This design comes from an exercise in tuning for small area on the open sky130 flow, not from production work.
In this exercise RTL edits were held to simulation tests only and were not proved equivalent to the original.
No activity file was given, so power comes from the tool's default toggle rates.

==> flow/design.v (outline; a module is shown in full before it is edited, if it fits) <==
// module pcie_app_7x: 247 lines
// module axi_trn_top: 97 lines
// module axi_trn_rx: 100 lines
// module axi_trn_tx: 85 lines
// module BMD: 214 lines
// module BMD_EP: 455 lines
// module BMD_128_RX_ENGINE: 316 lines
// module BMD_128_TX_ENGINE: 301 lines
// module BMD_EP_MEM_ACCESS: 293 lines
// module BMD_EP_MEM: 303 lines
// module BMD_MUL21: 30 lines
// module BMD_TO_CTRL: 37 lines
// module BMD_CFG_CTRL: 89 lines
// module BMD_INTR_CTRL: 53 lines
// module BMD_RD_THROTTLE: 121 lines
// module BMD_GEN2: 137 lines
module  pcie_app_7x#(
   parameter C_DATA_WIDTH = 128,             
   parameter KEEP_WIDTH = C_DATA_WIDTH / 8  ,              
   parameter REM_WIDTH  = (C_DATA_WIDTH == 128) ? 2 : 1  
)(
  input                         user_clk,
  input                         user_reset,
  input                         user_lnk_up, 
  input  [5:0]                  tx_buf_av,
  input                         tx_cfg_req,
  input                         tx_err_drop,
  output                        tx_cfg_gnt,
  input                         s_axis_tx_tready,
  output  [C_DATA_WIDTH-1:0]    s_axis_tx_tdata,
  output  [KEEP_WIDTH-1:0]      s_axis_tx_tkeep,
  output  [3:0]                 s_axis_tx_tuser,
  output                        s_axis_tx_tlast,
  output                        s_axis_tx_tvalid, 
  output                        rx_np_ok,
  output                        rx_np_req,
  input  [C_DATA_WIDTH-1:0]     m_axis_rx_tdata,
  input  [KEEP_WIDTH-1:0]       m_axis_rx_tkeep,
  input                         m_axis_rx_tlast,
  input                         m_axis_rx_tvalid,
  output                        m_axis_rx_tready,
  input    [21:0]               m_axis_rx_tuser,
  input  [11:0]                 fc_cpld,
  input  [7:0]                  fc_cplh,
  input  [11:0]                 fc_npd,
  input  [7:0]                  fc_nph,
  input  [11:0]                 fc_pd,
  input  [7:0]                  fc_ph,
  output [2:0]                  fc_sel,  
  input  [31:0]                 cfg_do,
  // ...
==> flow/flow/run.sh <==
#!/bin/bash
# The standard layout (standard.sh) with these changes:
#  - synthesis: synth_recipe.tcl unchanged, but ABC maps with an area script
#    (flow/abc_area.script) instead of ORFS's delay script;
#  - input/output port buffers use the smallest buffer (buf_1); the resizer
#    still upsizes any that need it;
#  - clock tree synthesis without dummy loads, with larger sink clusters
#    driven by clkbuf_8;
#  - constant outputs keep the tie cells of synthesis (no per-load tie copies).
# Each step's full output goes to a log file in this folder; ORFS also keeps
# its per-step logs under orfs/logs.
set -euo pipefail
here=$(pwd)
export AREA_ABC_SCRIPT="$here/flow/abc_area.script"
export FLOW_SYNTH_TCL="$here/synth_recipe.tcl"
export BUFFER_PORTS_ARGS="-buffer_cell sky130_fd_sc_hd__buf_1"
export SKIP_REPAIR_TIE_FANOUT=1
export CTS_ARGS="-sink_clustering_enable -sink_clustering_size 14 -sink_clustering_max_diameter 60 -sink_clustering_buffer sky130_fd_sc_hd__clkbuf_8 -repair_clock_nets -dont_use_dummy_load -buf_list {sky130_fd_sc_hd__clkbuf_4 sky130_fd_sc_hd__clkbuf_8}"
# standard.sh with only the synthesis script swapped
sed "s#'\?SYNTH_SCRIPT=[^ ]*#SYNTH_SCRIPT=$here/flow/synth_area.tcl#" standard.sh > area_standard.sh
grep -q "SYNTH_SCRIPT=$here/flow/synth_area.tcl" area_standard.sh
bash area_standard.sh synth > synth_step.log 2>&1
bash area_standard.sh > layout_steps.log 2>&1
==> flow/flow/abc_area.script <==
strash
dc2
dch -f
map -a
mfs2
strash
dc2
dch -f
map -a
mfs2
strash
dch -f
map -a
topo
dnsize
==> flow/flow/synth_area.tcl <==
proc abc {args} {
  set i [lsearch -exact $args -script]
  if {$i >= 0} {
    lset args [expr {$i + 1}] $::env(AREA_ABC_SCRIPT)
  }
  yosys abc {*}$args
}
source $::env(FLOW_SYNTH_TCL)
==> flow/standard.sh <==
#!/bin/bash
# synth_recipe.tcl (not shown) runs the flow's synth.tcl, then flattens the netlist and writes it again
# the make line also repeats each setting of config.mk as NAME=value (left out here)
make -C /OpenROAD-flow-scripts/flow DESIGN_CONFIG=/design/flow/config.mk WORK_HOME=/design/flow/orfs CLKGATE_MAP_FILE= SYNTH_SCRIPT=/design/flow/synth_recipe.tcl "${@:-finish}"
==> flow/config.mk <==
export PLATFORM = sky130hd
export DESIGN_NAME = pcie_app_7x
export DESIGN_NICKNAME = pcie_app_7x
export VERILOG_FILES = /design/flow/design.v
export SDC_FILE = /design/flow/constraint.sdc
export NUM_CORES = 4
export LEC_CHECK = 0
export CAP_MARGIN = 40
export CORE_MARGIN = 2
export CORE_UTILIZATION = 50
export SLEW_MARGIN = 40
==> flow/constraint.sdc <==
create_clock -name core_clock -period 10.0 [get_ports {user_clk}]
set_input_delay 2.0000 -clock core_clock [delete_from_list [all_inputs] [get_ports {user_clk}]]
set_output_delay 2.0000 -clock core_clock [all_outputs]
set_load 0.01 [all_outputs]
==> notes.md, run 1 <==
pin count of the biggest net entering global routing=188; GR Overflow Total=0; routed length on met3=38700 um; syn avg cell area=8.20 um^2; first-pass GRT wire length=369000 um; status=no timing/DRC/antenna violations; startpoint class of the critical path=input port; Reg2Reg Launch Point=BMD.BMD_EP.EP_MEM.EP_MEM.mrd_count_o[1]; sequential share of power=60.7%; num rows=120; Yosys cell types=51; commonest cells in the netlist=880 x clkinv_1, 768 x dfxtp_1, 723 x o21ai_0, 719 x nor2_1, 655 x nand2_1; WP depth=42; IR drop worst, VDD=186 uV; DR pass1 iterations=9; Slew Limit Fails=0; clock sink count=1035; Main power group=sequential cells; Post-synth EDFFs=267; drt first-iter violations=a little under 9000; most frequent cell after synthesis=clkinv_1; Metal-1 WL=98600 um; FMAX=0.121 GHz; clock latency on the worst-skew pair=0.88 ns; fin util=54.5%; seq pwr=0.00433 W; Setup TNS=0 ns; post-synthesis adder-cell area fraction=5.50%; critical path required time=roughly 11 ns; clock-net power=0.00240 W; Synth Area in Simple Gates=14.8%; GR peak layer=met2; antenna-violating nets left=0; Fillers=10400; FF-to-FF path depth=27; post-CTS sizing=0; library cell with the largest summed area after synthesis=dfxtp_1; initial core utilization=50.4%; Num CTS Buffers=101; Slowest cell on crit path=clkinv_1; Post-Syn Instances=6587; combinational family with the most area after synthesis=compound AO/OA/AOI/OAI gates; H-tree levels=3
==> run 2, diff against run 1 <==
--- a/flow/flow/run.sh
+++ b/flow/flow/run.sh
@@ -15,7 +15,7 @@
 export FLOW_SYNTH_TCL="$here/synth_recipe.tcl"
 export BUFFER_PORTS_ARGS="-buffer_cell sky130_fd_sc_hd__buf_1"
 export SKIP_REPAIR_TIE_FANOUT=1
-export CTS_ARGS="-sink_clustering_enable -sink_clustering_size 14 -sink_clustering_max_diameter 60 -sink_clustering_buffer sky130_fd_sc_hd__clkbuf_8 -repair_clock_nets -dont_use_dummy_load -buf_list {sky130_fd_sc_hd__clkbuf_4 sky130_fd_sc_hd__clkbuf_8}"
+export CTS_ARGS="-sink_clustering_enable -sink_clustering_size 14 -sink_clustering_max_diameter 70 -sink_clustering_buffer sky130_fd_sc_hd__clkbuf_8 -repair_clock_nets -dont_use_dummy_load -buf_list {sky130_fd_sc_hd__clkbuf_4 sky130_fd_sc_hd__clkbuf_8}"
 # standard.sh with only the synthesis script swapped
 sed "s#'\?SYNTH_SCRIPT=[^ ]*#SYNTH_SCRIPT=$here/flow/synth_area.tcl#" standard.sh > area_standard.sh
 grep -q "SYNTH_SCRIPT=$here/flow/synth_area.tcl" area_standard.sh
--- a/flow/config.mk
+++ b/flow/config.mk
@@ -5,7 +5,7 @@
 export SDC_FILE = /design/flow/constraint.sdc
 export NUM_CORES = 4
 export LEC_CHECK = 0
-export CAP_MARGIN = 40
+export CAP_MARGIN = 30
 export CORE_MARGIN = 2
 export CORE_UTILIZATION = 50
-export SLEW_MARGIN = 40
+export SLEW_MARGIN = 30
==> run 2 against run 1 <==
Net effect:
- total power is 1.4% lower
- combinational power hardly changed
- utilization is 0.26 points lower
- die area did not move
- sequential power about the same
- cell count down 0.31%
- first-iteration DRC count up 2.2%
- worst hold slack better by 0.0043 ns
- largest power group unchanged
- largest cell class unchanged
- register-to-register slack improved by 0.06 ns
- clock skew increased by 0.0042 ns
- critical endpoint is now BMD.BMD_EP.EP_TX.trn_td[29]
==> notes.md, run 2 <==
status=no timing/DRC/antenna violations; Internal=0.00519 W; Top reg by flops=BMD.BMD_EP.EP_TX.trn_td; period utilization=82.5%; post-CTS sizing=0 (unchanged); clock sink count=1035 (unchanged); IR drop worst, VDD=145 uV (-22%); Setup WS pre-CTS=1.14 ns; crit path max fanout=21; max FFs per register=about 130; sw frac=26.1%; Post-Syn Instances=6587 (unchanged); H-tree levels=3 (unchanged); FFs w/ async S/R, synth=0%; setup slack, reg-to-reg=1.90 ns; syn avg cell area=8.20 um^2 (unchanged); crit path kind=in2reg; library cell with the largest summed area after synthesis=dfxtp_1; Post-CTS Hold Fix Bufs=0; Num CTS Buffers=92 (-8.9%); routed vias=55300; Critical Path End=BMD.BMD_EP.EP_TX.trn_td[29]; drt first-iter violations=9061 (+2.2%); most frequent cells in the layout=874 x clkinv_1, 768 x dfxtp_1, 711 x o21ai_0; initial core utilization=50.4% (unchanged); crit end category=flip-flop; clock-pin transition on the worst setup and hold timing paths=roughly 0.090 ns; sequential share of power=61.5% (+0.8 points); Slew headroom=between 20% and 30%; hpwl dp=206000 um; core box area=0.107 mm^2; number of global-route vias before repair=49500; # DRC=0; die height=about 330 um; Max Root-Sink Buffers=3; num rows=120 (unchanged); Die ar.=roughly 0.11 mm^2; Power Dens Cells=around 120 mW/mm^2; P_leak=18.6 nW; sequential fraction of the synthesis area=43.3%; CP Launch Point=cfg_command[2]; clock root buffer=clkbuf_8; clock skew=between 0.1 and 0.15 ns; clock power share=about a third; final worst path period need=8.25 ns; first-pass GRT wire length=370000 um (+0.25%); pin count of the biggest net entering global routing=188 (unchanged); most common cell after layout, fill and taps aside=clkinv_1; DR pass1 iterations=10 (+1); commonest cells in the netlist=880 x clkinv_1, 768 x dfxtp_1, 723 x o21ai_0, 719 x nor2_1, 655 x nand2_1; Tot Pwr=0.00703 W; Placer Congestion=1.06; Area growth syn-to-layout=7.62%; I/O Buffers=366; maxcap violations=0; Slew Limit Fails=0 (unchanged); antenna violations before repair=26; sw power=0.00184 W; most frequent cell after synthesis=clkinv_1; total wire length=between 200000 and 300000 um; critical path required time=10.56 ns (-0.11 ns); WP data arrival=8.81 ns; GR Overflow Total=0 (unchanged); Area contributors post-synth=dfxtp_1 28%, edfxtp_1 15%, o21ai_0 6.7%; most common flop cell mapped by yosys=dfxtp_1; Reg2Reg Launch Point=BMD.BMD_EP.EP_MEM.EP_MEM.mrd_count_o[1]; Nets=between 7000 and 8000; Ports=slightly below 800; DR vias/cell=6.60; gr usage total=approximately 47%; Synth Register Bits=approximately 1000; Routed wire per std cell=between 30 and 40 um; Logic pwr share=under 10%; Worst path max stage delay=between 0.6 and 0.7 ns; Post-synth EDFFs=267 (unchanged); worst-margin pin slew=1.17 ns; FMAX=0.121 GHz (+0.32%); Hold WC Path Type=reg2reg; Setup violations, final=0; unrepaired setup endpoints after global routing=false; Post CTS Setup Buffer Count=0; Worst Setup Slack, final=approximately 1.7 ns; die width=333 um; Final Hold Viols=0; Mapped Area=0.0540 mm^2; Slowest cell on crit path=clkinv_1; area share of the largest cell type after synthesis=28.5%; reg2reg end=BMD.BMD_EP.EP_MEM.EP_MEM.cpld_eq_q; Yosys cell types=51 (unchanged); clock latency on the worst-skew pair=0.85 ns (-0.03 ns); syn_nets=between 7000 and 8000; total number of yosys warnings=23; startpoint class of the critical path=input port; CP dominant cell by count=nor2_1; layout cells sized above 1=4.45%; FF-to-FF path depth=27 (unchanged); antenna-violating nets left=0 (unchanged); CTS tree=built
run 2: worst min-delay path by stage:
| stage | from | endpoint | slack [ns] | depth (start not counted) |
|---|---|---|---|---|
| detailed placement | BMD.BMD_EP.EP_RX.req_compl_o | BMD.BMD_EP.EP_TX.req_compl_q | 0.42 | 2 |
| floorplan | BMD.BMD_EP.EP_MEM.EP_MEM.cpld_eq_q | BMD.BMD_EP.EP_MEM.EP_MEM.cpld_done | 0.39 | 2 |
| global placement | BMD.BMD_EP.EP_RX.req_compl_o | BMD.BMD_EP.EP_TX.req_compl_q | 0.42 | 2 |
| finish | BMD.BMD_EP.EP_RX.req_compl_o | BMD.BMD_EP.EP_TX.req_compl_q | 0.44 | 2 |
| global route | BMD.BMD_EP.EP_RX.req_compl_o | BMD.BMD_EP.EP_TX.req_compl_q | 0.45 | 2 |
| CTS | BMD.BMD_EP.EP_RX.req_compl_o | BMD.BMD_EP.EP_TX.req_compl_q | 0.44 | 2 |
run 2: area by class of cell:
cell class / instances / area, um^2
Inverter: 880 / 3340
Timing Repair Buffer: 487 / 2290
Sequential cell: 1035 / 23400
Multi-Input combinational cell: 4476 / 26100
Tap cell: 1403 / 1760
Fill cell: 10500 / 49000
Antenna cell: 6 / 15.0
Clock buffer: 92 / 1270
run 2: stage by stage:
stage          hold slack, ns  cells  setup TNS, ns  area [um^2]  utilization, %
2_1_floorplan           0.388   6587        -234.41        54100               -
3_3_place_gp            0.417   8281              0        56800            53.0
3_5_place_dp            0.422   8281              0        56900            53.0
4_1_cts                 0.436   8373              0        58100            54.2
5_1_grt                 0.447   8376              0        58100            54.2
6_report                0.435   8379              0        58200            54.2
run 2: logic make-up after synthesis:
kind of cell / share of synthesized area [%]
compound gates: 23.0
xor+xnor: 3.83
fa+ha+maj: 5.50
buf+inv: 8.84
flops: 43.3
mux: 0.722
other cells: 0.0139
simple gates: 14.8
run 2: worst max-delay path: cells and delay by family:
family / cells / cell delay [ns]
buffers and inverters: 7 / 1.34
adder cells (fa/ha/maj): 2 / 0.55
AO/OA/AOI/OAI: 11 / 2.06
AND/OR/NAND/NOR: 20 / 2.83
run 2: power groups by stage:
stage	registers, W	clock network, W	logic [W]
global route	0.00433	0.00240	0.000414
CTS	0.00432	0.00228	0.000382
global placement	0.00442	0	0.000381
detailed placement	0.00442	0	0.000381
finish	0.00433	0.00230	0.000403
floorplan	0.00440	0	0.000233
run 2: routing by layer:
metal	wire length (um)	track usage (%)	up-vias
li1	-	-	23900
met1	99700	60.6	26200
met3	38200	15.3	864
met5	293	0	-
met2	107000	66.1	4326
met4	22200	31.5	24

[separate check: timing with driven ports]
In the flow no input, the clock included, has a driving cell. The finished layouts below were timed again as built, in two steps.
Step 1 assumes that a clkbuf_16 drives the clock port and a buf_2 every other input.
Step 2 also shifts input and output timing later by t, the mid clock arrival at the registers, as if the neighbouring blocks saw the same clock.
Slacks: ideal ports / drivers / drivers and shift; pairs: ideal ports / drivers.
run | t (ns) | setup WS [ns] | hold slack, ns | slew at the worst register clock pin (ns) | cell pins on the clock port's net
run 1 | 0.916 | 1.721 / 1.781 / 0.865 | 0.431 / 0.431 / 0.431 | 0.10 / 0.10 | 1
run 2 | 0.877 | 1.747 / 1.808 / 0.931 | 0.435 / 0.435 / 0.435 | 0.11 / 0.11 | 1
After both steps every run listed still meets setup and hold. The setup slack of run 1, which loses most, moves by +0.060 ns with the drivers and by -0.856 ns with both steps.
